This design comes from an exercise in tuning for small area and a short achievable clock period on the open sky130 flow, not from production work.
Function was not checked in any run shown here: the RTL went through the layout flow alone.

## config.mk

```make
export PLATFORM = sky130hd
export DESIGN_NAME = MAC_25
export DESIGN_NICKNAME = MAC_25
export VERILOG_FILES = /design/flow/design.v
export SDC_FILE = /design/flow/constraint.sdc
export NUM_CORES = 4
export LEC_CHECK = 0
export CAP_MARGIN = 20
export CORE_MARGIN = 2
export CORE_UTILIZATION = 40
export SETUP_SLACK_MARGIN = 3
export SLEW_MARGIN = 20
```

## constraint.sdc

```tcl
create_clock -name core_clock -period 12.0 [get_ports {sys_clk}]
set_input_delay 2.4000 -clock core_clock [delete_from_list [all_inputs] [get_ports {sys_clk}]]
set_output_delay 2.4000 -clock core_clock [all_outputs]
set_load 0.01 [all_outputs]
```

## design.v

```verilog
module MAC_25(
    input         sys_clk,
    input         sys_en,
    input         rst_n,
    input  [7:0]  data_in_a,
    input         sign_data_in_a,
    input  [7:0]  data_in_b,
    output [15:0] mul_output,
    output [24:0] mac_output
);
    wire [66:0] pp;
    wire [15:0] ra, rb, prod;
    wire [24:0] acc_next;
    reg  [24:0] acc;
    mac_pp u_pp(.data_in_a(data_in_a), .sign_data_in_a(sign_data_in_a), .data_in_b(data_in_b), .pp(pp));
    mac_tree u_tree(.pp(pp), .ra(ra), .rb(rb));
    mac_cpa u_cpa(.ra(ra), .rb(rb), .prod(prod));
    mac_acc u_acc(.sys_en(sys_en), .acc(acc), .prod(prod), .acc_next(acc_next));
    assign mul_output = prod;
    always @(posedge sys_clk or negedge rst_n) begin
        if (!rst_n)
            acc <= 25'd0;
        else
            acc <= acc_next;
    end
    assign mac_output = acc;
endmodule
module mac_pp(input [7:0] data_in_a, input sign_data_in_a, input [7:0] data_in_b, output [66:0] pp);
    wire [7:0] a = data_in_a;
    wire       t = sign_data_in_a;
    wire       bz = |data_in_b[6:0];
    wire [7:0] bp = {data_in_b[7] & bz, data_in_b[6:0]} ^ {8{t}};
    wire       sel1 = data_in_b[0];
    wire       sel2 = t & ~data_in_b[0];
    wire pp0_0 = (sel1 & a[0]);
    wire pp0_1 = (sel1 & a[1]) | (sel2 & a[0]);
    wire pp0_2 = (sel1 & a[2]) | (sel2 & a[1]);
    wire pp0_3 = (sel1 & a[3]) | (sel2 & a[2]);
    wire pp0_4 = (sel1 & a[4]) | (sel2 & a[3]);
    wire pp0_5 = (sel1 & a[5]) | (sel2 & a[4]);
    wire pp0_6 = (sel1 & a[6]) | (sel2 & a[5]);
    wire pp0_7 = (sel1 & a[7]) | (sel2 & a[6]);
    wire pp0_8 = (sel2 & a[7]);
    wire pp1_0 = a[0] & bp[1];
    wire pp1_1 = a[1] & bp[1];
    wire pp1_2 = a[2] & bp[1];
    wire pp1_3 = a[3] & bp[1];
    wire pp1_4 = a[4] & bp[1];
    wire pp1_5 = a[5] & bp[1];
    wire pp1_6 = a[6] & bp[1];
    wire pp1_7 = a[7] & bp[1];
    wire pp2_0 = a[0] & bp[2];
    wire pp2_1 = a[1] & bp[2];
    wire pp2_2 = a[2] & bp[2];
    wire pp2_3 = a[3] & bp[2];
    wire pp2_4 = a[4] & bp[2];
    wire pp2_5 = a[5] & bp[2];
    wire pp2_6 = a[6] & bp[2];
    wire pp2_7 = a[7] & bp[2];
    wire pp3_0 = a[0] & bp[3];
    wire pp3_1 = a[1] & bp[3];
    wire pp3_2 = a[2] & bp[3];
    wire pp3_3 = a[3] & bp[3];
    wire pp3_4 = a[4] & bp[3];
    wire pp3_5 = a[5] & bp[3];
    wire pp3_6 = a[6] & bp[3];
    wire pp3_7 = a[7] & bp[3];
    wire pp4_0 = a[0] & bp[4];
    wire pp4_1 = a[1] & bp[4];
    wire pp4_2 = a[2] & bp[4];
    wire pp4_3 = a[3] & bp[4];
    wire pp4_4 = a[4] & bp[4];
    wire pp4_5 = a[5] & bp[4];
    wire pp4_6 = a[6] & bp[4];
    wire pp4_7 = a[7] & bp[4];
    wire pp5_0 = a[0] & bp[5];
    wire pp5_1 = a[1] & bp[5];
    wire pp5_2 = a[2] & bp[5];
    wire pp5_3 = a[3] & bp[5];
    wire pp5_4 = a[4] & bp[5];
    wire pp5_5 = a[5] & bp[5];
    wire pp5_6 = a[6] & bp[5];
    wire pp5_7 = a[7] & bp[5];
    wire pp6_0 = a[0] & bp[6];
    wire pp6_1 = a[1] & bp[6];
    wire pp6_2 = a[2] & bp[6];
    wire pp6_3 = a[3] & bp[6];
    wire pp6_4 = a[4] & bp[6];
    wire pp6_5 = a[5] & bp[6];
    wire pp6_6 = a[6] & bp[6];
    wire pp6_7 = a[7] & bp[6];
    wire pp7_0 = bp[7] & ~a[0];
    wire pp7_1 = bp[7] & ~a[1];
    wire pp7_2 = bp[7] & ~a[2];
    wire pp7_3 = bp[7] & ~a[3];
    wire pp7_4 = bp[7] & ~a[4];
    wire pp7_5 = bp[7] & ~a[5];
    wire pp7_6 = bp[7] & ~a[6];
    wire pp7_7 = bp[7] & ~a[7];
    wire pp7_8 = bp[7];
    wire pp7_c = bp[7];
    assign pp = {pp7_8, pp7_7, pp7_6, pp6_7, pp7_5, pp6_6, pp5_7, pp7_4, pp6_5, pp5_6, pp4_7, pp7_3, pp6_4, pp5_5, pp4_6, pp3_7, pp7_2, pp6_3, pp5_4, pp4_5, pp3_6, pp2_7, pp7_1, pp6_2, pp5_3, pp4_4, pp3_5, pp2_6, pp1_7, pp0_8, pp7_c, pp7_0, pp6_1, pp5_2, pp4_3, pp3_4, pp2_5, pp1_6, pp0_7, pp6_0, pp5_1, pp4_2, pp3_3, pp2_4, pp1_5, pp0_6, pp5_0, pp4_1, pp3_2, pp2_3, pp1_4, pp0_5, pp4_0, pp3_1, pp2_2, pp1_3, pp0_4, pp3_0, pp2_1, pp1_2, pp0_3, pp2_0, pp1_1, pp0_2, pp1_0, pp0_1, pp0_0};
endmodule
module mac_tree(input [66:0] pp, output [15:0] ra, output [15:0] rb);
    wire pp0_0 = pp[0];
    wire pp0_1 = pp[1];
    wire pp1_0 = pp[2];
    wire pp0_2 = pp[3];
    wire pp1_1 = pp[4];
    wire pp2_0 = pp[5];
    wire pp0_3 = pp[6];
    wire pp1_2 = pp[7];
    wire pp2_1 = pp[8];
    wire pp3_0 = pp[9];
    wire pp0_4 = pp[10];
    wire pp1_3 = pp[11];
    wire pp2_2 = pp[12];
    wire pp3_1 = pp[13];
    wire pp4_0 = pp[14];
    wire pp0_5 = pp[15];
    wire pp1_4 = pp[16];
    wire pp2_3 = pp[17];
    wire pp3_2 = pp[18];
    wire pp4_1 = pp[19];
    wire pp5_0 = pp[20];
    wire pp0_6 = pp[21];
    wire pp1_5 = pp[22];
    wire pp2_4 = pp[23];
    wire pp3_3 = pp[24];
    wire pp4_2 = pp[25];
    wire pp5_1 = pp[26];
    wire pp6_0 = pp[27];
    wire pp0_7 = pp[28];
    wire pp1_6 = pp[29];
    wire pp2_5 = pp[30];
    wire pp3_4 = pp[31];
    wire pp4_3 = pp[32];
    wire pp5_2 = pp[33];
    wire pp6_1 = pp[34];
    wire pp7_0 = pp[35];
    wire pp7_c = pp[36];
    wire pp0_8 = pp[37];
    wire pp1_7 = pp[38];
    wire pp2_6 = pp[39];
    wire pp3_5 = pp[40];
    wire pp4_4 = pp[41];
    wire pp5_3 = pp[42];
    wire pp6_2 = pp[43];
    wire pp7_1 = pp[44];
    wire pp2_7 = pp[45];
    wire pp3_6 = pp[46];
    wire pp4_5 = pp[47];
    wire pp5_4 = pp[48];
    wire pp6_3 = pp[49];
    wire pp7_2 = pp[50];
    wire pp3_7 = pp[51];
    wire pp4_6 = pp[52];
    wire pp5_5 = pp[53];
    wire pp6_4 = pp[54];
    wire pp7_3 = pp[55];
    wire pp4_7 = pp[56];
    wire pp5_6 = pp[57];
    wire pp6_5 = pp[58];
    wire pp7_4 = pp[59];
    wire pp5_7 = pp[60];
    wire pp6_6 = pp[61];
    wire pp7_5 = pp[62];
    wire pp6_7 = pp[63];
    wire pp7_6 = pp[64];
    wire pp7_7 = pp[65];
    wire pp7_8 = pp[66];
    wire s1 = pp0_2 ^ pp1_1 ^ pp2_0;
    wire c2 = (pp0_2 & pp1_1) | (pp0_2 & pp2_0) | (pp1_1 & pp2_0);
    wire s3 = pp0_3 ^ pp1_2 ^ pp2_1;
    wire c4 = (pp0_3 & pp1_2) | (pp0_3 & pp2_1) | (pp1_2 & pp2_1);
    wire s5 = pp3_0 ^ c2 ^ s3;
    wire c6 = (pp3_0 & c2) | (pp3_0 & s3) | (c2 & s3);
    wire s7 = pp0_4 ^ pp1_3 ^ pp2_2;
    wire c8 = (pp0_4 & pp1_3) | (pp0_4 & pp2_2) | (pp1_3 & pp2_2);
    wire s9 = pp3_1 ^ pp4_0 ^ c4;
    wire c10 = (pp3_1 & pp4_0) | (pp3_1 & c4) | (pp4_0 & c4);
    wire s11 = s7 ^ c6 ^ s9;
    wire c12 = (s7 & c6) | (s7 & s9) | (c6 & s9);
    wire s13 = pp0_5 ^ pp1_4 ^ pp2_3;
    wire c14 = (pp0_5 & pp1_4) | (pp0_5 & pp2_3) | (pp1_4 & pp2_3);
    wire s15 = pp3_2 ^ pp4_1 ^ pp5_0;
    wire c16 = (pp3_2 & pp4_1) | (pp3_2 & pp5_0) | (pp4_1 & pp5_0);
    wire s17 = c8 ^ s13 ^ s15;
    wire c18 = (c8 & s13) | (c8 & s15) | (s13 & s15);
    wire s19 = c10 ^ s17;
    wire c20 = c10 & s17;
    wire s21 = pp0_6 ^ pp1_5 ^ pp2_4;
    wire c22 = (pp0_6 & pp1_5) | (pp0_6 & pp2_4) | (pp1_5 & pp2_4);
    wire s23 = pp3_3 ^ pp4_2 ^ pp5_1;
    wire c24 = (pp3_3 & pp4_2) | (pp3_3 & pp5_1) | (pp4_2 & pp5_1);
    wire s25 = pp6_0 ^ c14 ^ c16;
    wire c26 = (pp6_0 & c14) | (pp6_0 & c16) | (c14 & c16);
    wire s27 = s21 ^ s23 ^ c18;
    wire c28 = (s21 & s23) | (s21 & c18) | (s23 & c18);
    wire s29 = s25 ^ c20;
    wire c30 = s25 & c20;
    wire s31 = pp0_7 ^ pp1_6 ^ pp2_5;
    wire c32 = (pp0_7 & pp1_6) | (pp0_7 & pp2_5) | (pp1_6 & pp2_5);
    wire s33 = pp3_4 ^ pp4_3 ^ pp5_2;
    wire c34 = (pp3_4 & pp4_3) | (pp3_4 & pp5_2) | (pp4_3 & pp5_2);
    wire s35 = pp6_1 ^ c22 ^ c24;
    wire c36 = (pp6_1 & c22) | (pp6_1 & c24) | (c22 & c24);
    wire s37 = s31 ^ s33 ^ c26;
    wire c38 = (s31 & s33) | (s31 & c26) | (s33 & c26);
    wire s39 = pp7_c ^ pp7_0 ^ s35;
    wire c40 = (pp7_c & pp7_0) | (pp7_c & s35) | (pp7_0 & s35);
    wire s41 = c28 ^ s37 ^ c30;
    wire c42 = (c28 & s37) | (c28 & c30) | (s37 & c30);
    wire s43 = pp0_8 ^ pp1_7 ^ pp2_6;
    wire c44 = (pp0_8 & pp1_7) | (pp0_8 & pp2_6) | (pp1_7 & pp2_6);
    wire s45 = pp3_5 ^ pp4_4 ^ pp5_3;
    wire c46 = (pp3_5 & pp4_4) | (pp3_5 & pp5_3) | (pp4_4 & pp5_3);
    wire s47 = pp6_2 ^ c32 ^ c34;
    wire c48 = (pp6_2 & c32) | (pp6_2 & c34) | (c32 & c34);
    wire s49 = s43 ^ s45 ^ c36;
    wire c50 = (s43 & s45) | (s43 & c36) | (s45 & c36);
    wire s51 = pp7_1 ^ s47 ^ c38;
    wire c52 = (pp7_1 & s47) | (pp7_1 & c38) | (s47 & c38);
    wire s53 = c40 ^ s49 ^ s51;
    wire c54 = (c40 & s49) | (c40 & s51) | (s49 & s51);
    wire s55 = pp2_7 ^ pp3_6 ^ pp4_5;
    wire c56 = (pp2_7 & pp3_6) | (pp2_7 & pp4_5) | (pp3_6 & pp4_5);
    wire s57 = pp5_4 ^ pp6_3 ^ c44;
    wire c58 = (pp5_4 & pp6_3) | (pp5_4 & c44) | (pp6_3 & c44);
    wire s59 = c46 ^ s55 ^ c48;
    wire c60 = (c46 & s55) | (c46 & c48) | (s55 & c48);
    wire s61 = pp7_2 ^ s57 ^ c50;
    wire c62 = (pp7_2 & s57) | (pp7_2 & c50) | (s57 & c50);
    wire s63 = s59 ^ c52 ^ s61;
    wire c64 = (s59 & c52) | (s59 & s61) | (c52 & s61);
    wire s65 = pp3_7 ^ pp4_6 ^ pp5_5;
    wire c66 = (pp3_7 & pp4_6) | (pp3_7 & pp5_5) | (pp4_6 & pp5_5);
    wire s67 = pp6_4 ^ c56 ^ s65;
    wire c68 = (pp6_4 & c56) | (pp6_4 & s65) | (c56 & s65);
    wire s69 = c58 ^ pp7_3 ^ s67;
    wire c70 = (c58 & pp7_3) | (c58 & s67) | (pp7_3 & s67);
    wire s71 = c60 ^ s69 ^ c62;
    wire c72 = (c60 & s69) | (c60 & c62) | (s69 & c62);
    wire s73 = pp4_7 ^ pp5_6 ^ pp6_5;
    wire c74 = (pp4_7 & pp5_6) | (pp4_7 & pp6_5) | (pp5_6 & pp6_5);
    wire s75 = c66 ^ s73 ^ c68;
    wire c76 = (c66 & s73) | (c66 & c68) | (s73 & c68);
    wire s77 = pp7_4 ^ c70 ^ s75;
    wire c78 = (pp7_4 & c70) | (pp7_4 & s75) | (c70 & s75);
    wire s79 = pp5_7 ^ pp6_6 ^ c74;
    wire c80 = (pp5_7 & pp6_6) | (pp5_7 & c74) | (pp6_6 & c74);
    wire s81 = pp7_5 ^ s79 ^ c76;
    wire c82 = (pp7_5 & s79) | (pp7_5 & c76) | (s79 & c76);
    wire s83 = pp6_7 ^ c80 ^ pp7_6;
    wire c84 = (pp6_7 & c80) | (pp6_7 & pp7_6) | (c80 & pp7_6);
    assign ra = {pp7_8, pp7_7, s83, c78, s77, c64, c54, c42, s39, s27, c12, s11, s5, s1, pp0_1, pp0_0};
    assign rb = {1'b0, c84, c82, s81, c72, s71, s63, s53, s41, s29, s19, 1'b0, 1'b0, 1'b0, pp1_0, 1'b0};
endmodule
module mac_cpa(input [15:0] ra, input [15:0] rb, output [15:0] prod);
    wire [15:0] g85 = ra & rb;
    wire [15:0] p86 = ra ^ rb;
    wire G87 = g85[1] | (p86[1] & g85[0]);
    wire P88 = p86[1] & p86[0];
    wire G89 = g85[3] | (p86[3] & g85[2]);
    wire P90 = p86[3] & p86[2];
    wire G91 = g85[5] | (p86[5] & g85[4]);
    wire P92 = p86[5] & p86[4];
    wire G93 = g85[7] | (p86[7] & g85[6]);
    wire P94 = p86[7] & p86[6];
    wire G95 = g85[9] | (p86[9] & g85[8]);
    wire P96 = p86[9] & p86[8];
    wire G97 = g85[11] | (p86[11] & g85[10]);
    wire P98 = p86[11] & p86[10];
    wire G99 = g85[13] | (p86[13] & g85[12]);
    wire P100 = p86[13] & p86[12];
    wire G101 = g85[15] | (p86[15] & g85[14]);
    wire P102 = p86[15] & p86[14];
    wire G103 = g85[2] | (p86[2] & G87);
    wire P104 = p86[2] & P88;
    wire G105 = G89 | (P90 & G87);
    wire P106 = P90 & P88;
    wire G107 = g85[6] | (p86[6] & G91);
    wire P108 = p86[6] & P92;
    wire G109 = G93 | (P94 & G91);
    wire P110 = P94 & P92;
    wire G111 = g85[10] | (p86[10] & G95);
    wire P112 = p86[10] & P96;
    wire G113 = G97 | (P98 & G95);
    wire P114 = P98 & P96;
    wire G115 = g85[14] | (p86[14] & G99);
    wire P116 = p86[14] & P100;
    wire G117 = G101 | (P102 & G99);
    wire P118 = P102 & P100;
    wire G119 = g85[4] | (p86[4] & G105);
    wire P120 = p86[4] & P106;
    wire G121 = G91 | (P92 & G105);
    wire P122 = P92 & P106;
    wire G123 = G107 | (P108 & G105);
    wire P124 = P108 & P106;
    wire G125 = G109 | (P110 & G105);
    wire P126 = P110 & P106;
    wire G127 = g85[12] | (p86[12] & G113);
    wire P128 = p86[12] & P114;
    wire G129 = G99 | (P100 & G113);
    wire P130 = P100 & P114;
    wire G131 = G115 | (P116 & G113);
    wire P132 = P116 & P114;
    wire G133 = G117 | (P118 & G113);
    wire P134 = P118 & P114;
    wire G135 = g85[8] | (p86[8] & G125);
    wire P136 = p86[8] & P126;
    wire G137 = G95 | (P96 & G125);
    wire P138 = P96 & P126;
    wire G139 = G111 | (P112 & G125);
    wire P140 = P112 & P126;
    wire G141 = G113 | (P114 & G125);
    wire P142 = P114 & P126;
    wire G143 = G127 | (P128 & G125);
    wire P144 = P128 & P126;
    wire G145 = G129 | (P130 & G125);
    wire P146 = P130 & P126;
    wire G147 = G131 | (P132 & G125);
    wire P148 = P132 & P126;
    wire G149 = G133 | (P134 & G125);
    wire P150 = P134 & P126;
    assign prod = p86 ^ {G147, G145, G143, G141, G139, G137, G135, G125, G123, G121, G119, G105, G103, G87, g85[0], 1'b0};
endmodule
module mac_acc(input sys_en, input [24:0] acc, input [15:0] prod, output [24:0] acc_next);
    wire [15:0] pg = prod & {16{sys_en}};
    wire cy16;
    wire [15:0] lo_sum;
    wire [15:0] g151 = acc[15:0] & pg;
    wire [15:0] p152 = acc[15:0] ^ pg;
    wire G153 = g151[1] | (p152[1] & g151[0]);
    wire P154 = p152[1] & p152[0];
    wire G155 = g151[3] | (p152[3] & g151[2]);
    wire P156 = p152[3] & p152[2];
    wire G157 = g151[5] | (p152[5] & g151[4]);
    wire P158 = p152[5] & p152[4];
    wire G159 = g151[7] | (p152[7] & g151[6]);
    wire P160 = p152[7] & p152[6];
    wire G161 = g151[9] | (p152[9] & g151[8]);
    wire P162 = p152[9] & p152[8];
    wire G163 = g151[11] | (p152[11] & g151[10]);
    wire P164 = p152[11] & p152[10];
    wire G165 = g151[13] | (p152[13] & g151[12]);
    wire P166 = p152[13] & p152[12];
    wire G167 = g151[15] | (p152[15] & g151[14]);
    wire P168 = p152[15] & p152[14];
    wire G169 = g151[2] | (p152[2] & G153);
    wire P170 = p152[2] & P154;
    wire G171 = G155 | (P156 & G153);
    wire P172 = P156 & P154;
    wire G173 = g151[6] | (p152[6] & G157);
    wire P174 = p152[6] & P158;
    wire G175 = G159 | (P160 & G157);
    wire P176 = P160 & P158;
    wire G177 = g151[10] | (p152[10] & G161);
    wire P178 = p152[10] & P162;
    wire G179 = G163 | (P164 & G161);
    wire P180 = P164 & P162;
    wire G181 = g151[14] | (p152[14] & G165);
    wire P182 = p152[14] & P166;
    wire G183 = G167 | (P168 & G165);
    wire P184 = P168 & P166;
    wire G185 = g151[4] | (p152[4] & G171);
    wire P186 = p152[4] & P172;
    wire G187 = G157 | (P158 & G171);
    wire P188 = P158 & P172;
    wire G189 = G173 | (P174 & G171);
    wire P190 = P174 & P172;
    wire G191 = G175 | (P176 & G171);
    wire P192 = P176 & P172;
    wire G193 = g151[12] | (p152[12] & G179);
    wire P194 = p152[12] & P180;
    wire G195 = G165 | (P166 & G179);
    wire P196 = P166 & P180;
    wire G197 = G181 | (P182 & G179);
    wire P198 = P182 & P180;
    wire G199 = G183 | (P184 & G179);
    wire P200 = P184 & P180;
    wire G201 = g151[8] | (p152[8] & G191);
    wire P202 = p152[8] & P192;
    wire G203 = G161 | (P162 & G191);
    wire P204 = P162 & P192;
    wire G205 = G177 | (P178 & G191);
    wire P206 = P178 & P192;
    wire G207 = G179 | (P180 & G191);
    wire P208 = P180 & P192;
    wire G209 = G193 | (P194 & G191);
    wire P210 = P194 & P192;
    wire G211 = G195 | (P196 & G191);
    wire P212 = P196 & P192;
    wire G213 = G197 | (P198 & G191);
    wire P214 = P198 & P192;
    wire G215 = G199 | (P200 & G191);
    wire P216 = P200 & P192;
    assign lo_sum = p152 ^ {G213, G211, G209, G207, G205, G203, G201, G191, G189, G187, G185, G171, G169, G153, g151[0], 1'b0};
    assign cy16 = G215;
    assign acc_next[15:0] = lo_sum;
    wire inc = cy16 & ~pg[15];
    wire dec = pg[15] & ~cy16;
    wire [8:0] hi = acc[24:16];
    wire [8:0] ones, zeros;
    assign ones[0] = 1'b1;
    assign zeros[0] = 1'b1;
    assign ones[1] = ones[0] & hi[0];
    assign zeros[1] = zeros[0] & ~hi[0];
    assign ones[2] = ones[1] & hi[1];
    assign zeros[2] = zeros[1] & ~hi[1];
    assign ones[3] = ones[2] & hi[2];
    assign zeros[3] = zeros[2] & ~hi[2];
    assign ones[4] = ones[3] & hi[3];
    assign zeros[4] = zeros[3] & ~hi[3];
    assign ones[5] = ones[4] & hi[4];
    assign zeros[5] = zeros[4] & ~hi[4];
    assign ones[6] = ones[5] & hi[5];
    assign zeros[6] = zeros[5] & ~hi[5];
    assign ones[7] = ones[6] & hi[6];
    assign zeros[7] = zeros[6] & ~hi[6];
    assign ones[8] = ones[7] & hi[7];
    assign zeros[8] = zeros[7] & ~hi[7];
    assign acc_next[24:16] = hi ^ (({9{inc}} & ones) | ({9{dec}} & zeros));
endmodule
```

## flow/run.sh

```bash
#!/bin/bash
set -euo pipefail
sed 's/yosys synth -nofsm -noshare/yosys synth -nofsm -noshare -noabc/' synth_recipe.tcl > my_synth.tcl
bash standard.sh "SYNTH_SCRIPT=$PWD/my_synth.tcl" "BUFFER_PORTS_ARGS=-buffer_cell sky130_fd_sc_hd__buf_1" finish > standard.log 2>&1
```

## standard.sh

```bash
#!/bin/bash
# synth_recipe.tcl (not shown) runs the flow's synth.tcl, then flattens the netlist and writes it again
# the make line also repeats each setting of config.mk as NAME=value (left out here)
make -C /OpenROAD-flow-scripts/flow DESIGN_CONFIG=/design/flow/config.mk WORK_HOME=/design/flow/orfs CLKGATE_MAP_FILE= SYNTH_SCRIPT=/design/flow/synth_recipe.tcl "${@:-finish}"
```

==> flow_summary.json, run 1 <==
{
  "synthesis.area_um2": 3490,
  "synth_edf_count": 0,
  "endpoint_kind": "output port",
  "finalHoldViolCount": 0,
  "htreeDepth": 1,
  "setup_tns_ns": 0,
  "clockBufferDepth": 2,
  "synthArstFlopShare_pct": 100,
  "slew_headroom_pct": 61.6,
  "worst_pin_slew_ns": 0.574,
  "initial_core_util_pct": 40.6,
  "grt_pass1_vias": 2824,
  "path_clk_slew_ns": 0.09,
  "dr_total_vias": 2771,
  "syn_to_final_growth_pct": 22.2,
  "ctsHoldBuffers": 0,
  "yosys.area.top_type": "fa_1",
  "routed_wl_um": 7770,
  "remaining_drc_errors": 0,
  "drv_slew": 0,
  "clock_sinks": 25,
  "syn_nets": 441,
  "dp_hpwl_um": 6180,
  "yosysSeqAreaShare_pct": 17.9,
  "grt_max_degree": 26,
  "die_w_um": 97.4,
  "worst_ep_required_time_ns": 9.60,
  "yosysMostFrequentCell": "and2_1",
  "cts_buffers": 3,
  "avgSynthCellArea_um2": 10.1,
  "cp-start-kind": "input port",
  "fin_cells": 521,
  "ff2ff_path_depth": 13,
  "die_area_um2": 9480,
  "synthCells": 344,
  "placed_cells": 502,
  "die_h_um": 97.4,
  "drtIter0Drc": 85,
  "cts_tree": "done",
  "synthFlopType": "dfrtp_1",
  "insertion_delay_ns": 0.27,
  "largest-register": "acc",
  "antenna_found_initial": 0,
  "yosys.area.top_type_share_pct": 25.8,
  "drv_cap": 0,
  "reg_top3": "acc x25",
  "antennaDiodeCount": 0,
  "gp_congestion": 0.794,
  "grt_overflow": 0,
  "finalSetupViolCount": 0,
  "detail_route.first_pass.iterations": 4,
  "status": "no timing/DRC/antenna violations",
  "fmax_mhz": 112,
  "synthTopCellsByCount": "62 x and2_1, 45 x fa_1, 32 x ha_1",
  "worstHoldPathCells": 1,
  "final_layout_size_suffix_gt1_share_pct": 17.2,
  "ant_nets": 0,
  "vias_per_cell": 5.32,
  "fp-row-count": 34,
  "rsz0062_at_grt": "true",
  "ys_types": 43,
  "fin_crit_sh_pct": 74.5,
  "final.setup_skew_ns": 0.00796,
  "coreArea_um2": 8590,
  "timing.critical_path.fanout_max": 7,
  "min_period_ns": 8.94,
  "num-nets-final": 511,
  "grt_pass1_wl_um": 13400,
  "ys_warn_count": 1,
  "io_buffers": 60,
  "ys_ff_latch": 25,
  "grtUsageTotal_pct": 16.8,
  "root_buffer": "clkbuf_8",
  "largest_reg_flops": 25,
  "crit_type": "in -> out",
  "hold_path_class": "reg -> reg",
  "pin_count": 61,
  "critPathArrivalTime_ns": 6.54,
  "wl_per_cell_um": 14.9,
  "netlist_top_cells_area": "fa_1 26%, dfrtp_1 18%, ha_1 11%"
}
[final cells by class]
type                            count  area (µm²)
Timing Repair Buffer               77         397
Clock inverter                      1        5.00
Sequential cell                    25         626
Inverter                           11        41.3
Clock buffer                        3        41.3
Multi-Input combinational cell    296        3020
Tap cell                          108         135
Fill cell                         826        4330
[through the flow]
stage | setup slack [ns] | utilization, % | hold WS (ns) | cell area [µm²]
after floorplan | 3.00 | - | 0.508 | 3520
after global placement | 2.36 | 44.6 | 0.481 | 3830
after detailed placement | 2.33 | 44.6 | 0.472 | 3830
after CTS | 3.00 | 48.6 | 0.485 | 4180
after global routing | 2.97 | 49.6 | 0.515 | 4260
final | 3.06 | 49.6 | 0.479 | 4260
[routing by layer]
| layer | global-route usage [%] | vias up | share of wire, % |
|---|---|---|---|
| met1 | 24.3 | 1382 | 47 |
| li1 | - | 1331 | - |
| met3 | 2.81 | 4 | 4.1 |
| met5 | 0 | - | 0 |
| met4 | 3.21 | 0 | 0.71 |
| met2 | 27.0 | 54 | 48 |
[what timing repair did]
item / in CTS / in global routing
pin swaps: 10 / 7
endpoints found under the setup margin: 12 / 6
buffers inserted: 7 / 8
resized for setup: 49 / 9
[critical path, cell delays in order]
cell and delay (ns):
buf_2 0.13, xor2_4 0.21, and2_4 0.18, fa_2 0.39
fa_2 0.37, fa_2 0.36, fa_1 0.47, fa_1 0.54
ha_4 0.23, a21oi_4 0.15, o221ai_2 0.13, a221o_2 0.46
a31oi_4 0.23, xnor2_1 0.13, buf_2 0.15
[placed cells by master, fill, tap and decap left out, types with 12 or more instances in the layout]
| master | synthesis | layout |
|---|---|---|
| dfrtp_1 | 25 | 25 |
| buf_4 | 4 | 16 |
| fa_1 | 45 | 35 |
| a21oi_1 | 14 | 12 |
| nor2_1 | 13 | 13 |
| and2_1 | 62 | 57 |
| xor2_1 | 21 | 15 |
| xnor2_1 | 13 | 12 |
| buf_1 | 0 | 49 |
| ha_1 | 32 | 29 |
[cells by family (layout without fill, tap and decap cells)]
| kind of cell | after synthesis | count (layout) | synth area share, % |
|---|---|---|---|
| buf+inv | 23 | 92 | 3.01 |
| flops | 25 | 25 | 17.9 |
| fa+ha+maj | 77 | 77 | 37.3 |
| mux | 3 | 3 | 0.861 |
| compound gates | 59 | 59 | 12.2 |
| simple gates | 123 | 123 | 20.1 |
| xor+xnor | 34 | 34 | 8.54 |
[path summary, 6_finish.rpt]
check,from,to,slack (ns)
hold reg to reg,acc[24],acc[24],0.48
max in group asynchronous,rst_n,acc[21],9.64
setup reg to reg,acc[0],acc[24],8.65
min in group asynchronous,rst_n,acc[17],2.10
hold / removal,acc[24],acc[24],0.48
setup / recovery,data_in_b[5],mul_output[14],3.06
==> inputs of run 2 (changes only) <==
--- a/design.v
+++ b/design.v
@@ -189,4 +189,4 @@
     wire c18 = (c8 & s13) | (c8 & s15) | (s13 & s15);
-    wire s19 = c10 ^ s17;
-    wire c20 = c10 & s17;
+    wire s19 = c10 ^ s17 ^ c12;
+    wire c20 = (c10 & s17) | (c10 & c12) | (s17 & c12);
     wire s21 = pp0_6 ^ pp1_5 ^ pp2_4;
@@ -199,4 +199,4 @@
     wire c28 = (s21 & s23) | (s21 & c18) | (s23 & c18);
-    wire s29 = s25 ^ c20;
-    wire c30 = s25 & c20;
+    wire s29 = s25 ^ s27;
+    wire c30 = s25 & s27;
     wire s31 = pp0_7 ^ pp1_6 ^ pp2_5;
@@ -211,4 +211,4 @@
     wire c40 = (pp7_c & pp7_0) | (pp7_c & s35) | (pp7_0 & s35);
-    wire s41 = c28 ^ s37 ^ c30;
-    wire c42 = (c28 & s37) | (c28 & c30) | (s37 & c30);
+    wire s41 = c28 ^ s37 ^ s39;
+    wire c42 = (c28 & s37) | (c28 & s39) | (s37 & s39);
     wire s43 = pp0_8 ^ pp1_7 ^ pp2_6;
@@ -255,4 +255,4 @@
     wire c84 = (pp6_7 & c80) | (pp6_7 & pp7_6) | (c80 & pp7_6);
-    assign ra = {pp7_8, pp7_7, s83, c78, s77, c64, c54, c42, s39, s27, c12, s11, s5, s1, pp0_1, pp0_0};
-    assign rb = {1'b0, c84, c82, s81, c72, s71, s63, s53, s41, s29, s19, 1'b0, 1'b0, 1'b0, pp1_0, 1'b0};
+    assign ra = {pp7_8, pp7_7, s83, c78, s77, c64, c54, c42, c30, c20, s19, s11, s5, s1, pp0_1, pp0_0};
+    assign rb = {1'b0, c84, c82, s81, c72, s71, s63, s53, s41, s29, 1'b0, 1'b0, 1'b0, 1'b0, pp1_0, 1'b0};
 endmodule
@@ -349,52 +349,40 @@
     wire P168 = p152[15] & p152[14];
-    wire G169 = g151[2] | (p152[2] & G153);
-    wire P170 = p152[2] & P154;
-    wire G171 = G155 | (P156 & G153);
-    wire P172 = P156 & P154;
-    wire G173 = g151[6] | (p152[6] & G157);
-    wire P174 = p152[6] & P158;
-    wire G175 = G159 | (P160 & G157);
-    wire P176 = P160 & P158;
-    wire G177 = g151[10] | (p152[10] & G161);
-    wire P178 = p152[10] & P162;
-    wire G179 = G163 | (P164 & G161);
-    wire P180 = P164 & P162;
-    wire G181 = g151[14] | (p152[14] & G165);
-    wire P182 = p152[14] & P166;
-    wire G183 = G167 | (P168 & G165);
-    wire P184 = P168 & P166;
-    wire G185 = g151[4] | (p152[4] & G171);
-    wire P186 = p152[4] & P172;
-    wire G187 = G157 | (P158 & G171);
-    wire P188 = P158 & P172;
-    wire G189 = G173 | (P174 & G171);
-    wire P190 = P174 & P172;
-    wire G191 = G175 | (P176 & G171);
-    wire P192 = P176 & P172;
-    wire G193 = g151[12] | (p152[12] & G179);
-    wire P194 = p152[12] & P180;
-    wire G195 = G165 | (P166 & G179);
-    wire P196 = P166 & P180;
-    wire G197 = G181 | (P182 & G179);
-    wire P198 = P182 & P180;
-    wire G199 = G183 | (P184 & G179);
-    wire P200 = P184 & P180;
-    wire G201 = g151[8] | (p152[8] & G191);
-    wire P202 = p152[8] & P192;
-    wire G203 = G161 | (P162 & G191);
-    wire P204 = P162 & P192;
-    wire G205 = G177 | (P178 & G191);
-    wire P206 = P178 & P192;
-    wire G207 = G179 | (P180 & G191);
-    wire P208 = P180 & P192;
-    wire G209 = G193 | (P194 & G191);
-    wire P210 = P194 & P192;
-    wire G211 = G195 | (P196 & G191);
-    wire P212 = P196 & P192;
-    wire G213 = G197 | (P198 & G191);
-    wire P214 = P198 & P192;
-    wire G215 = G199 | (P200 & G191);
-    wire P216 = P200 & P192;
-    assign lo_sum = p152 ^ {G213, G211, G209, G207, G205, G203, G201, G191, G189, G187, G185, G171, G169, G153, g151[0], 1'b0};
-    assign cy16 = G215;
+    wire G169 = G155 | (P156 & G153);
+    wire P170 = P156 & P154;
+    wire G171 = G159 | (P160 & G157);
+    wire P172 = P160 & P158;
+    wire G173 = G163 | (P164 & G161);
+    wire P174 = P164 & P162;
+    wire G175 = G167 | (P168 & G165);
+    wire P176 = P168 & P166;
+    wire G177 = G171 | (P172 & G169);
+    wire P178 = P172 & P170;
+    wire G179 = G175 | (P176 & G173);
+    wire P180 = P176 & P174;
+    wire G181 = G179 | (P180 & G177);
+    wire P182 = P180 & P178;
+    wire G183 = G173 | (P174 & G177);
+    wire P184 = P174 & P178;
+    wire G185 = G157 | (P158 & G169);
+    wire P186 = P158 & P170;
+    wire G187 = G161 | (P162 & G177);
+    wire P188 = P162 & P178;
+    wire G189 = G165 | (P166 & G183);
+    wire P190 = P166 & P184;
+    wire G191 = g151[2] | (p152[2] & G153);
+    wire P192 = p152[2] & P154;
+    wire G193 = g151[4] | (p152[4] & G169);
+    wire P194 = p152[4] & P170;
+    wire G195 = g151[6] | (p152[6] & G185);
+    wire P196 = p152[6] & P186;
+    wire G197 = g151[8] | (p152[8] & G177);
+    wire P198 = p152[8] & P178;
+    wire G199 = g151[10] | (p152[10] & G187);
+    wire P200 = p152[10] & P188;
+    wire G201 = g151[12] | (p152[12] & G183);
+    wire P202 = p152[12] & P184;
+    wire G203 = g151[14] | (p152[14] & G189);
+    wire P204 = p152[14] & P190;
+    assign lo_sum = p152 ^ {G203, G189, G201, G183, G199, G187, G197, G177, G195, G185, G193, G169, G191, G153, g151[0], 1'b0};
+    assign cy16 = G181;
     assign acc_next[15:0] = lo_sum;
==> flow_summary.json, run 2 <==
{
  "fmax_mhz": 113,
  "slew_headroom_pct": 45.7,
  "syn_nets": 426,
  "mostFrequentLayoutCell": "and2_1",
  "remaining_drc_errors": 0,
  "root_buffer": "clkbuf_8",
  "synthCells": 326,
  "antennaDiodeCount": 0,
  "yosysMostFrequentCell": "and2_1",
  "pin_count": 61,
  "min_period_ns": 8.84,
  "routed_wl_um": 7400,
  "final.setup_skew_ns": 0.00830,
  "htreeDepth": 1,
  "syn_to_final_growth_pct": 19.7,
  "rsz0062_at_grt": "false",
  "ant_nets": 0,
  "largest_reg_flops": 25,
  "cpMostUsedCell": "fa_1",
  "worst_ep_required_time_ns": 9.60,
  "yosysSeqAreaShare_pct": 18.0,
  "gp_congestion": 0.798,
  "synthTopCellsByCount": "63 x and2_1, 50 x fa_1, 30 x ha_1",
  "clockBufferDepth": 2,
  "insertion_delay_ns": 0.27,
  "grtUsageTotal_pct": 15.5,
  "num-nets-final": 498,
  "ys_warn_count": 1,
  "die_h_um": 97.2,
  "finalSetupViolCount": 0,
  "timing.critical_path.fanout_max": 6,
  "reg_top3": "acc x25",
  "grt_max_degree": 26,
  "critPathArrivalTime_ns": 6.44,
  "cts_tree": "done",
  "crit_buf_inv": 2,
  "yosys.area.top_type": "fa_1",
  "cpPeakStageDelay_ns": 0.54,
  "grt_pass1_vias": 2562,
  "initial_core_util_pct": 40.6,
  "endpoint_kind": "output port",
  "coreArea_um2": 8550,
  "yosys.area.top_type_share_pct": 28.8,
  "ys_types": 45,
  "crit_slowest_cell": "fa_1",
  "largest-register": "acc",
  "finalHoldViolCount": 0,
  "netlist_top_cells_area": "fa_1 29%, dfrtp_1 18%, and2_1 11%",
  "drv_cap": 0,
  "die_w_um": 97.2,
  "fp-row-count": 34,
  "ctsHoldBuffers": 0,
  "path_cells": "clkbuf_2 > xor2_4 > and2_1 > fa_1 > fa_1 > fa_1 > fa_1 > ha_4 > and4_1 > a221o_1 > a21oi_2 > mux2_2 > nand2_1 > clkbuf_2",
  "status": "no timing/DRC/antenna violations",
  "synthesis.area_um2": 3470,
  "fin_crit_sh_pct": 73.6,
  "fill_cells": 801,
  "grt_overflow": 0,
  "path_clk_slew_ns": 0.10,
  "final_layout_size_suffix_gt1_share_pct": 13.9,
  "io_buffers": 60,
  "setup_slack_ns": 3.16,
  "crit_type": "in -> out",
  "layout_common_cells": "62 x and2_1, 51 x buf_1, 47 x fa_1",
  "wl_per_cell_um": 14.7,
  "dp_hpwl_um": 5990,
  "clock_sinks": 25,
  "cts_buffers": 3,
  "setup_tns_ns": 0,
  "path_delay_family": "adder cells",
  "r2r_slack_ns": 8.55,
  "dr_total_vias": 2597,
  "avgSynthCellArea_um2": 10.7,
  "antenna_found_initial": 0,
  "synthArstFlopShare_pct": 100,
  "detail_route.first_pass.iterations": 6,
  "pre_cts_slack_ns": 2.08,
  "die_area_um2": 9450,
  "drtIter0Drc": 57,
  "cp-start-kind": "input port",
  "synth_edf_count": 0,
  "worst_pin_slew_ns": 0.804,
  "utilization_pct": 48.6,
  "drv_slew": 0,
  "hold_path_class": "reg -> reg",
  "grt_pass1_wl_um": 12200,
  "synthFlopType": "dfrtp_1",
  "ys_ff_latch": 25,
  "vias_per_cell": 5.14
}
## run 2: cell type report
class,count,area (µm²),share of cell area (%)
Multi-Input combinational cell,287,2960,71.1
Sequential cell,25,626,15.0
Timing Repair Buffer,75,364,8.75
Tap cell,108,135,3.25
Clock buffer,3,41.3,0.993
Inverter,6,25.0,0.602
Clock inverter,1,8.76,0.211
## run 2: per-stage QoR
step | std cells | cell area, µm² | hold slack, ns
finish | 505 | 4160 | 0.492
global route | 505 | 4160 | 0.520
CTS | 497 | 4000 | 0.500
detailed placement | 488 | 3800 | 0.480
global placement | 488 | 3800 | 0.463
floorplan | 326 | 3470 | 0.504
## run 2: logic make-up (layout without fill, tap and decap cells)
logic type                 Yosys count  after routing  synth area share (%)
and+or+nand+nor                    122            122                  20.2
adders and majority gates           80             80                  39.6
AOI/OAI and AO/OA                   48             48                  9.94
xor gates and xnor gates            33             33                  8.86
DFF                                 25             25                  18.0
buffers and inverters               14             85                  2.20
muxes                                4              4                  1.19
## run 2: routing by layer
layer / GRT usage, % / share of wire [%] / up-vias
met5: 0 / 0 / -
met4: 3.36 / 1.1 / 0
met3: 1.80 / 3.4 / 6
met2: 24.0 / 46 / 52
met1: 23.4 / 49 / 1288
li1: - / - / 1251
## run 2: timing repair
item                                    4_1_cts  5_1_grt
buffers inserted                              5        8
pin swaps                                     2       10
endpoints found under the setup margin       13        9
gates resized for setup                      20       22
## run 2: path summary, 6_finish.rpt
check,startpoint,cells past startpoint,end
worst max-delay path,data_in_b[4],14,mul_output[13]
worst min-delay path,acc[24],1,acc[24]
worst max register to register,acc[0],13,acc[23]
worst min register to register,acc[24],1,acc[24]
max in group asynchronous,rst_n,2,acc[9]
min in group asynchronous,rst_n,2,acc[22]
==> inputs of run 3 (changes only) <==
--- a/design.v
+++ b/design.v
@@ -10,3 +10,3 @@
 );
-    wire [66:0] pp;
+    wire [64:0] pp;
     wire [15:0] ra, rb, prod;
@@ -27,3 +27,3 @@
 endmodule
-module mac_pp(input [7:0] data_in_a, input sign_data_in_a, input [7:0] data_in_b, output [66:0] pp);
+module mac_pp(input [7:0] data_in_a, input sign_data_in_a, input [7:0] data_in_b, output [64:0] pp);
     wire [7:0] a = data_in_a;
@@ -91,15 +91,13 @@
     wire pp6_7 = a[7] & bp[6];
-    wire pp7_0 = bp[7] & ~a[0];
-    wire pp7_1 = bp[7] & ~a[1];
-    wire pp7_2 = bp[7] & ~a[2];
-    wire pp7_3 = bp[7] & ~a[3];
-    wire pp7_4 = bp[7] & ~a[4];
-    wire pp7_5 = bp[7] & ~a[5];
-    wire pp7_6 = bp[7] & ~a[6];
-    wire pp7_7 = bp[7] & ~a[7];
-    wire pp7_8 = bp[7];
-    wire pp7_c = bp[7];
-    assign pp = {pp7_8, pp7_7, pp7_6, pp6_7, pp7_5, pp6_6, pp5_7, pp7_4, pp6_5, pp5_6, pp4_7, pp7_3, pp6_4, pp5_5, pp4_6, pp3_7, pp7_2, pp6_3, pp5_4, pp4_5, pp3_6, pp2_7, pp7_1, pp6_2, pp5_3, pp4_4, pp3_5, pp2_6, pp1_7, pp0_8, pp7_c, pp7_0, pp6_1, pp5_2, pp4_3, pp3_4, pp2_5, pp1_6, pp0_7, pp6_0, pp5_1, pp4_2, pp3_3, pp2_4, pp1_5, pp0_6, pp5_0, pp4_1, pp3_2, pp2_3, pp1_4, pp0_5, pp4_0, pp3_1, pp2_2, pp1_3, pp0_4, pp3_0, pp2_1, pp1_2, pp0_3, pp2_0, pp1_1, pp0_2, pp1_0, pp0_1, pp0_0};
+    wire pp7_0 = ~(a[0] & bp[7]);
+    wire pp7_1 = ~(a[1] & bp[7]);
+    wire pp7_2 = ~(a[2] & bp[7]);
+    wire pp7_3 = ~(a[3] & bp[7]);
+    wire pp7_4 = ~(a[4] & bp[7]);
+    wire pp7_5 = ~(a[5] & bp[7]);
+    wire pp7_6 = ~(a[6] & bp[7]);
+    wire pp7_7 = ~(a[7] & bp[7]);
+    assign pp = {pp7_7, pp7_6, pp6_7, pp7_5, pp6_6, pp5_7, pp7_4, pp6_5, pp5_6, pp4_7, pp7_3, pp6_4, pp5_5, pp4_6, pp3_7, pp7_2, pp6_3, pp5_4, pp4_5, pp3_6, pp2_7, pp7_1, pp6_2, pp5_3, pp4_4, pp3_5, pp2_6, pp1_7, pp0_8, pp7_0, pp6_1, pp5_2, pp4_3, pp3_4, pp2_5, pp1_6, pp0_7, pp6_0, pp5_1, pp4_2, pp3_3, pp2_4, pp1_5, pp0_6, pp5_0, pp4_1, pp3_2, pp2_3, pp1_4, pp0_5, pp4_0, pp3_1, pp2_2, pp1_3, pp0_4, pp3_0, pp2_1, pp1_2, pp0_3, pp2_0, pp1_1, pp0_2, pp1_0, pp0_1, pp0_0};
 endmodule
-module mac_tree(input [66:0] pp, output [15:0] ra, output [15:0] rb);
+module mac_tree(input [64:0] pp, output [15:0] ra, output [15:0] rb);
     wire pp0_0 = pp[0];
@@ -140,33 +138,31 @@
     wire pp7_0 = pp[35];
-    wire pp7_c = pp[36];
-    wire pp0_8 = pp[37];
-    wire pp1_7 = pp[38];
-    wire pp2_6 = pp[39];
-    wire pp3_5 = pp[40];
-    wire pp4_4 = pp[41];
-    wire pp5_3 = pp[42];
-    wire pp6_2 = pp[43];
-    wire pp7_1 = pp[44];
-    wire pp2_7 = pp[45];
-    wire pp3_6 = pp[46];
-    wire pp4_5 = pp[47];
-    wire pp5_4 = pp[48];
-    wire pp6_3 = pp[49];
-    wire pp7_2 = pp[50];
-    wire pp3_7 = pp[51];
-    wire pp4_6 = pp[52];
-    wire pp5_5 = pp[53];
-    wire pp6_4 = pp[54];
-    wire pp7_3 = pp[55];
-    wire pp4_7 = pp[56];
-    wire pp5_6 = pp[57];
-    wire pp6_5 = pp[58];
-    wire pp7_4 = pp[59];
-    wire pp5_7 = pp[60];
-    wire pp6_6 = pp[61];
-    wire pp7_5 = pp[62];
-    wire pp6_7 = pp[63];
-    wire pp7_6 = pp[64];
-    wire pp7_7 = pp[65];
-    wire pp7_8 = pp[66];
+    wire pp0_8 = pp[36];
+    wire pp1_7 = pp[37];
+    wire pp2_6 = pp[38];
+    wire pp3_5 = pp[39];
+    wire pp4_4 = pp[40];
+    wire pp5_3 = pp[41];
+    wire pp6_2 = pp[42];
+    wire pp7_1 = pp[43];
+    wire pp2_7 = pp[44];
+    wire pp3_6 = pp[45];
+    wire pp4_5 = pp[46];
+    wire pp5_4 = pp[47];
+    wire pp6_3 = pp[48];
+    wire pp7_2 = pp[49];
+    wire pp3_7 = pp[50];
+    wire pp4_6 = pp[51];
+    wire pp5_5 = pp[52];
+    wire pp6_4 = pp[53];
+    wire pp7_3 = pp[54];
+    wire pp4_7 = pp[55];
+    wire pp5_6 = pp[56];
+    wire pp6_5 = pp[57];
+    wire pp7_4 = pp[58];
+    wire pp5_7 = pp[59];
+    wire pp6_6 = pp[60];
+    wire pp7_5 = pp[61];
+    wire pp6_7 = pp[62];
+    wire pp7_6 = pp[63];
+    wire pp7_7 = pp[64];
     wire s1 = pp0_2 ^ pp1_1 ^ pp2_0;
@@ -201,14 +197,14 @@
     wire c30 = s25 & s27;
-    wire s31 = pp0_7 ^ pp1_6 ^ pp2_5;
-    wire c32 = (pp0_7 & pp1_6) | (pp0_7 & pp2_5) | (pp1_6 & pp2_5);
-    wire s33 = pp3_4 ^ pp4_3 ^ pp5_2;
-    wire c34 = (pp3_4 & pp4_3) | (pp3_4 & pp5_2) | (pp4_3 & pp5_2);
-    wire s35 = pp6_1 ^ c22 ^ c24;
-    wire c36 = (pp6_1 & c22) | (pp6_1 & c24) | (c22 & c24);
-    wire s37 = s31 ^ s33 ^ c26;
-    wire c38 = (s31 & s33) | (s31 & c26) | (s33 & c26);
-    wire s39 = pp7_c ^ pp7_0 ^ s35;
-    wire c40 = (pp7_c & pp7_0) | (pp7_c & s35) | (pp7_0 & s35);
-    wire s41 = c28 ^ s37 ^ s39;
-    wire c42 = (c28 & s37) | (c28 & s39) | (s37 & s39);
+    wire s31 = 1'b1 ^ pp0_7 ^ pp1_6;
+    wire c32 = (1'b1 & pp0_7) | (1'b1 & pp1_6) | (pp0_7 & pp1_6);
+    wire s33 = pp2_5 ^ pp3_4 ^ pp4_3;
+    wire c34 = (pp2_5 & pp3_4) | (pp2_5 & pp4_3) | (pp3_4 & pp4_3);
+    wire s35 = pp5_2 ^ pp6_1 ^ c22;
+    wire c36 = (pp5_2 & pp6_1) | (pp5_2 & c22) | (pp6_1 & c22);
+    wire s37 = c24 ^ s31 ^ s33;
+    wire c38 = (c24 & s31) | (c24 & s33) | (s31 & s33);
+    wire s39 = c26 ^ pp7_0 ^ s35;
+    wire c40 = (c26 & pp7_0) | (c26 & s35) | (pp7_0 & s35);
+    wire s41 = s37 ^ c28 ^ s39;
+    wire c42 = (s37 & c28) | (s37 & s39) | (c28 & s39);
     wire s43 = pp0_8 ^ pp1_7 ^ pp2_6;
@@ -221,4 +217,4 @@
     wire c50 = (s43 & s45) | (s43 & c36) | (s45 & c36);
-    wire s51 = pp7_1 ^ s47 ^ c38;
-    wire c52 = (pp7_1 & s47) | (pp7_1 & c38) | (s47 & c38);
+    wire s51 = c38 ^ pp7_1 ^ s47;
+    wire c52 = (c38 & pp7_1) | (c38 & s47) | (pp7_1 & s47);
     wire s53 = c40 ^ s49 ^ s51;
@@ -233,4 +229,4 @@
     wire c62 = (pp7_2 & s57) | (pp7_2 & c50) | (s57 & c50);
-    wire s63 = s59 ^ c52 ^ s61;
-    wire c64 = (s59 & c52) | (s59 & s61) | (c52 & s61);
+    wire s63 = c52 ^ s59 ^ s61;
+    wire c64 = (c52 & s59) | (c52 & s61) | (s59 & s61);
     wire s65 = pp3_7 ^ pp4_6 ^ pp5_5;
@@ -255,3 +251,3 @@
     wire c84 = (pp6_7 & c80) | (pp6_7 & pp7_6) | (c80 & pp7_6);
-    assign ra = {pp7_8, pp7_7, s83, c78, s77, c64, c54, c42, c30, c20, s19, s11, s5, s1, pp0_1, pp0_0};
+    assign ra = {1'b1, pp7_7, s83, c78, s77, c64, c54, c42, c30, c20, s19, s11, s5, s1, pp0_1, pp0_0};
     assign rb = {1'b0, c84, c82, s81, c72, s71, s63, s53, s41, s29, 1'b0, 1'b0, 1'b0, 1'b0, pp1_0, 1'b0};
==> flow_summary.json, run 3 <==
{
  "pin_count": 61,
  "wl_met3_um": 227,
  "reg_top3": "acc x25",
  "rsz0062_at_grt": "false",
  "min_period_ns": 8.84,
  "fin_crit_sh_pct": 73.6,
  "final.setup_skew_ns": 0.00641,
  "fp-row-count": 34,
  "die_h_um": 97.6,
  "layout_common_cells": "63 x and2_1, 51 x buf_1, 46 x fa_1",
  "io_buffers": 60,
  "coreArea_um2": 8590,
  "ys_ff_latch": 25,
  "crit_type": "in -> out",
  "ff2ff_path_depth": 13,
  "synthArstFlopShare_pct": 100,
  "drv_slew": 0,
  "worst_pin_slew_ns": 0.646,
  "fill_cells": 805,
  "antennaDiodeCount": 0,
  "finalSetupViolCount": 0,
  "synthesis.area_um2": 3500,
  "path_clk_slew_ns": 0.09,
  "vias_per_cell": 5.08,
  "r2r_slack_ns": 8.61,
  "crit_path_start": "data_in_b[4]",
  "timing.critical_path.fanout_max": 7,
  "endpoint_kind": "output port",
  "hold_path_class": "reg -> reg",
  "cts_buffers": 3,
  "dp_hpwl_um": 6020,
  "grtUsageTotal_pct": 16.1,
  "reg2reg_from": "acc[0]",
  "ctsHoldBuffers": 0,
  "remaining_drc_errors": 0,
  "yosys.area.top_type": "fa_1",
  "ys_warn_count": 1,
  "die_area_um2": 9520,
  "highest_layer": "met4",
  "dr_total_vias": 2648,
  "mostFrequentLayoutCell": "and2_1",
  "worst_ep_required_time_ns": 9.60,
  "avgSynthCellArea_um2": 10.2,
  "initial_core_util_pct": 40.7,
  "grt_pass1_wl_um": 12800,
  "cts_tree": "done",
  "antenna_found_initial": 0,
  "wl_met2_um": 3600,
  "synthCells": 344,
  "die_w_um": 97.6,
  "fmax_mhz": 113,
  "syn_nets": 444,
  "multi_input_comb_area_um2": 2990,
  "yosysSeqAreaShare_pct": 17.9,
  "synthFlopType": "dfrtp_1",
  "wl_per_cell_um": 14.4,
  "drtIter0Drc": 48,
  "critPathArrivalTime_ns": 6.44,
  "r2r_end": "acc[24]",
  "drv_cap": 0,
  "ant_nets": 0,
  "crit_end": "mul_output[13]",
  "root_buffer": "clkbuf_8",
  "insertion_delay_ns": 0.27,
  "finalHoldViolCount": 0,
  "synthTopCellsByCount": "64 x and2_1, 49 x fa_1, 31 x ha_1",
  "clockBufferDepth": 2,
  "gp_congestion": 0.891,
  "clock_sinks": 25,
  "detail_route.first_pass.iterations": 4,
  "yosys.area.top_type_share_pct": 28.0,
  "largest_reg_flops": 25,
  "routed_wl_um": 7510,
  "synth_edf_count": 0,
  "ys_types": 44,
  "netlist_top_cells_area": "fa_1 28%, dfrtp_1 18%, and2_1 11%",
  "grt_max_degree": 26,
  "grt_overflow": 0,
  "yosysMostFrequentCell": "and2_1",
  "syn_to_final_growth_pct": 21.4,
  "cp-start-kind": "input port",
  "final_layout_size_suffix_gt1_share_pct": 13.8,
  "status": "no timing/DRC/antenna violations",
  "grt_pass1_vias": 2686,
  "wl_met1_um": 3610,
  "num-nets-final": 514,
  "slew_headroom_pct": 56.8,
  "setup_tns_ns": 0,
  "utilization_pct": 49.4,
  "htreeDepth": 1,
  "seq_area_um2": 626,
  "largest-register": "acc"
}
## run 3: changes by cell type in the layout (fill, tap and decap cells not counted), moves of 5 or more
cell,before,now
inv_1,5,30
nor2_1,20,12
nor2b_1,0,8
a21oi_1,10,5
## run 3: repair_timing
action | CTS | global route
gates resized for setup | 21 | 30
endpoints found under the setup margin | 12 | 12
hold endpoints to repair | 0 | 0
pin swaps | 2 | 10
setup buffers | 4 | 7
## run 3: area by class of cell
class	instances	area share, %
tap	108	3.18
inverter	30	2.65
clock inverter	1	0.118
clock buffer	3	0.972
multi-input combinational	282	70.3
timing repair buffer	72	8.10
sequential	25	14.7
## run 3: worst min-delay path by stage
| stage | startpoint | end | slack, ns | cells past startpoint |
|---|---|---|---|---|
| 6_report | acc[24] | acc[24] | 0.49 | 1 |
| 5_1_grt | acc[24] | acc[24] | 0.50 | 1 |
| 4_1_cts | acc[24] | acc[24] | 0.49 | 1 |
| 3_5_place_dp | acc[24] | acc[24] | 0.47 | 1 |
| 3_3_place_gp | acc[24] | acc[24] | 0.47 | 1 |
| 2_1_floorplan | acc[24] | acc[24] | 0.51 | 1 |
## run 3: cell families after synthesis
group           count (synthesis)  synth area share (%)
mux                             2                 0.572
fa+ha+maj                      80                  39.1
buf+inv                        37                  4.29
compound gates                 45                  9.61
flops                          25                  17.9
simple gates                  125                  20.8
xor+xnor                       30                  7.72
## run 3: layer usage
metal | GRT usage (%) | up-vias
li1 | - | 1270
met1 | 23.2 | 1319
met2 | 26.7 | 55
met3 | 1.15 | 4
met4 | 3.95 | 0
met5 | 0 | -
## run 3: critical path, stage by stage
cell and delay [ns]:
clkbuf_2 0.15, xor2_4 0.22, and2_1 0.19, fa_1 0.44
fa_1 0.55, inv_1 0.06, fa_1 0.51, inv_1 0.06
fa_2 0.62, ha_4 0.22, nand2_1 0.11, nor2_4 0.06
a21o_1 0.21, mux2i_1 0.14, or3_1 0.36, buf_1 0.13
## run 3: stage by stage
stage               worst slack, ns  std cells  area [µm²]  hold WS, ns
CTS                            2.98        514        4030        0.491
global placement               2.44        506        3840        0.465
finish                         3.16        521        4250        0.485
floorplan                      3.03        344        3510        0.508
detailed placement             2.36        506        3840        0.474
global route                   3.00        521        4250        0.504
==> inputs of run 4 (changes only) <==
==> flow/run.sh (replaced) <==
#!/bin/bash
set -euo pipefail
sed 's/yosys synth -nofsm -noshare/yosys synth -nofsm -noshare -noabc/' synth_recipe.tcl > my_synth.tcl
export DONT_USE_CELLS="sky130_fd_sc_hd__ha_1 sky130_fd_sc_hd__ha_2 sky130_fd_sc_hd__ha_4"
bash standard.sh "SYNTH_SCRIPT=$PWD/my_synth.tcl" "BUFFER_PORTS_ARGS=-buffer_cell sky130_fd_sc_hd__buf_1" finish > standard.log 2>&1
==> flow_summary.json, run 4 <==
{
  "status": "no timing/DRC/antenna violations",
  "grt_pass1_vias": 2686,
  "finalHoldViolCount": 0,
  "synthCells": 344,
  "avgSynthCellArea_um2": 10.2,
  "gp_congestion": 0.891,
  "detail_route.first_pass.iterations": 4,
  "fin_crit_sh_pct": 73.6,
  "clock_sinks": 25,
  "timing.critical_path.fanout_max": 7,
  "final_layout_size_suffix_gt1_share_pct": 13.8,
  "htreeDepth": 1,
  "ff2ff_path_depth": 13,
  "die_h_um": 97.6,
  "ys_types": 44,
  "cts_tree": "done",
  "grt_max_degree": 26,
  "layout_common_cells": "63 x and2_1, 51 x buf_1, 46 x fa_1",
  "placed_cells": 506,
  "crit_type": "in -> out",
  "num-nets-final": 514,
  "netlist_top_cells_area": "fa_1 28%, dfrtp_1 18%, and2_1 11%",
  "die_w_um": 97.6,
  "cts_buffers": 3,
  "antennaDiodeCount": 0,
  "yosysMostFrequentCell": "and2_1",
  "cp-start-kind": "input port",
  "wl_per_cell_um": 14.4,
  "reg2reg_from": "acc[0]",
  "coreArea_um2": 8590,
  "drv_cap": 0,
  "endpoint_kind": "output port",
  "pre_cts_slack_ns": 2.36,
  "crit_end": "mul_output[13]",
  "final.setup_skew_ns": 0.00641,
  "largest-register": "acc",
  "yosys.area.top_type_share_pct": 28.0,
  "fin_cells": 521,
  "synthFlopType": "dfrtp_1",
  "finalSetupViolCount": 0,
  "ys_warn_count": 1,
  "design_area_um2": 4250,
  "drv_slew": 0,
  "synthArstFlopShare_pct": 100,
  "vias_per_cell": 5.08,
  "synthesis.area_um2": 3500,
  "r2r_end": "acc[24]",
  "path_clk_slew_ns": 0.09,
  "ant_nets": 0,
  "root_buffer": "clkbuf_8",
  "worst_pin_slew_ns": 0.646,
  "die_area_um2": 9520,
  "rsz0062_at_grt": "false",
  "dp_hpwl_um": 6020,
  "grt_pass1_wl_um": 12800,
  "yosysSeqAreaShare_pct": 17.9,
  "holdWs_ns": 0.485,
  "crit_path_start": "data_in_b[4]",
  "syn_nets": 444,
  "synthTopCellsByCount": "64 x and2_1, 49 x fa_1, 31 x ha_1",
  "crit_slowest_cell": "fa_2",
  "worst_ep_required_time_ns": 9.60,
  "cpPeakStageDelay_ns": 0.62,
  "pin_count": 61,
  "min_period_ns": 8.84,
  "fp-row-count": 34,
  "cpMostUsedCell": "fa_1",
  "r2r_slack_ns": 8.61,
  "setup_slack_ns": 3.16,
  "setup_tns_ns": 0,
  "dr_total_vias": 2648,
  "place_area_um2": 3840,
  "mostFrequentLayoutCell": "and2_1",
  "hold_path_class": "reg -> reg",
  "slew_headroom_pct": 56.8,
  "ys_ff_latch": 25,
  "grt_overflow": 0,
  "fmax_mhz": 113,
  "ctsHoldBuffers": 0,
  "largest_reg_flops": 25,
  "reg_top3": "acc x25",
  "yosys.area.top_type": "fa_1",
  "drtIter0Drc": 48,
  "initial_core_util_pct": 40.7,
  "insertion_delay_ns": 0.27,
  "clockBufferDepth": 2,
  "path_cells": "clkbuf_2 > xor2_4 > and2_1 > fa_1 > fa_1 > inv_1 > fa_1 > inv_1 > fa_2 > ha_4 > nand2_1 > nor2_4 > a21o_1 > mux2i_1 > or3_1 > buf_1",
  "grtUsageTotal_pct": 16.1,
  "routed_wl_um": 7510,
  "io_buffers": 60,
  "antenna_found_initial": 0,
  "critPathArrivalTime_ns": 6.44,
  "remaining_drc_errors": 0,
  "syn_to_final_growth_pct": 21.4,
  "synth_edf_count": 0
}
## run 4: cell families (layout without fill, tap and decap cells)
family	after synthesis	in the layout	share of synthesized area, %
xor+xnor	30	30	7.72
flops	25	25	17.9
fa+ha+maj	80	80	39.1
buf+inv	37	106	4.29
simple gates	125	125	20.8
compound gates	45	45	9.61
mux	2	2	0.572
## run 4: layer usage
layer / global-route usage, % / up-vias / part of all wire (%)
met5: 0 / - / 0
met4: 3.95 / 0 / 0.91
met3: 1.15 / 4 / 3.0
met2: 26.7 / 55 / 48
met1: 23.2 / 1319 / 48
li1: - / 1270 / -
## run 4: worst max-delay path, delay by kind of cell
family                     cells  cell delay, ns
AOI/OAI and AO/OA              1            0.21
xor gates and xnor gates       1            0.22
adders and majority gates      5            2.34
buffers and inverters          4            0.40
muxes                          1            0.14
and+or+nand+nor                4            0.72
## run 4: final cells by class
| class | instances | area (µm²) |
|---|---|---|
| fillers | 805 | 4340 |
| multi-input cells | 282 | 2990 |
| flip-flops and latches | 25 | 626 |
| repair buffers | 72 | 344 |
| well taps | 108 | 135 |
| inverters | 30 | 113 |
| clock buffers | 3 | 41.3 |
| clock inverters | 1 | 5.00 |
## run 4: how the worst min path moves through the flow
stage | startpoint | endpoint | slack [ns] | cells after the start
floorplan | acc[24] | acc[24] | 0.51 | 1
global placement | acc[24] | acc[24] | 0.47 | 1
detailed placement | acc[24] | acc[24] | 0.47 | 1
CTS | acc[24] | acc[24] | 0.49 | 1
global route | acc[24] | acc[24] | 0.50 | 1
finish | acc[24] | acc[24] | 0.49 | 1
## run 4: stage by stage
step	util, %
2_1_floorplan	-
3_3_place_gp	44.7
5_1_grt	49.4
3_5_place_dp	44.7
4_1_cts	46.9
6_report	49.4
## run 4: timing repair
action / in CTS / in global routing
resized for setup: 21 / 30
endpoints found under the setup margin: 12 / 12
pin swaps: 2 / 10
buffers inserted: 4 / 7

==> separate check: timing with driven ports <==
How much do the figures lean on ideal ports? The routed layouts below were timed once more, with nothing changed but the port constraints.
Step 1: set_driving_cell puts a clkbuf_16 on sys_clk and a buf_2 on each other input, an assumption about the parent block.
Step 2 adds t to the input delays and takes it off the output delays; t is the mean of the earliest and latest rising clock arrival at the registers after step 1. Input paths then give back, and output paths get back, about the clock's delay inside the block.
Three values: ideal, step 1, step 2; two values: the first two.
run	shift t [ns]	setup slack, ns	worst hold slack (ns)	pins driven straight from the clock port
run 1	0.298	3.065 / 3.020 / 3.020	0.479 / 0.479 / 0.479	1
run 2	0.296	3.163 / 3.141 / 2.985	0.492 / 0.492 / 0.492	1
run 3	0.294	3.163 / 3.141 / 2.980	0.485 / 0.485 / 0.485	1
run 4	0.294	3.163 / 3.141 / 2.980	0.485 / 0.485 / 0.485	1
After both steps setup and hold are still met in every run listed.
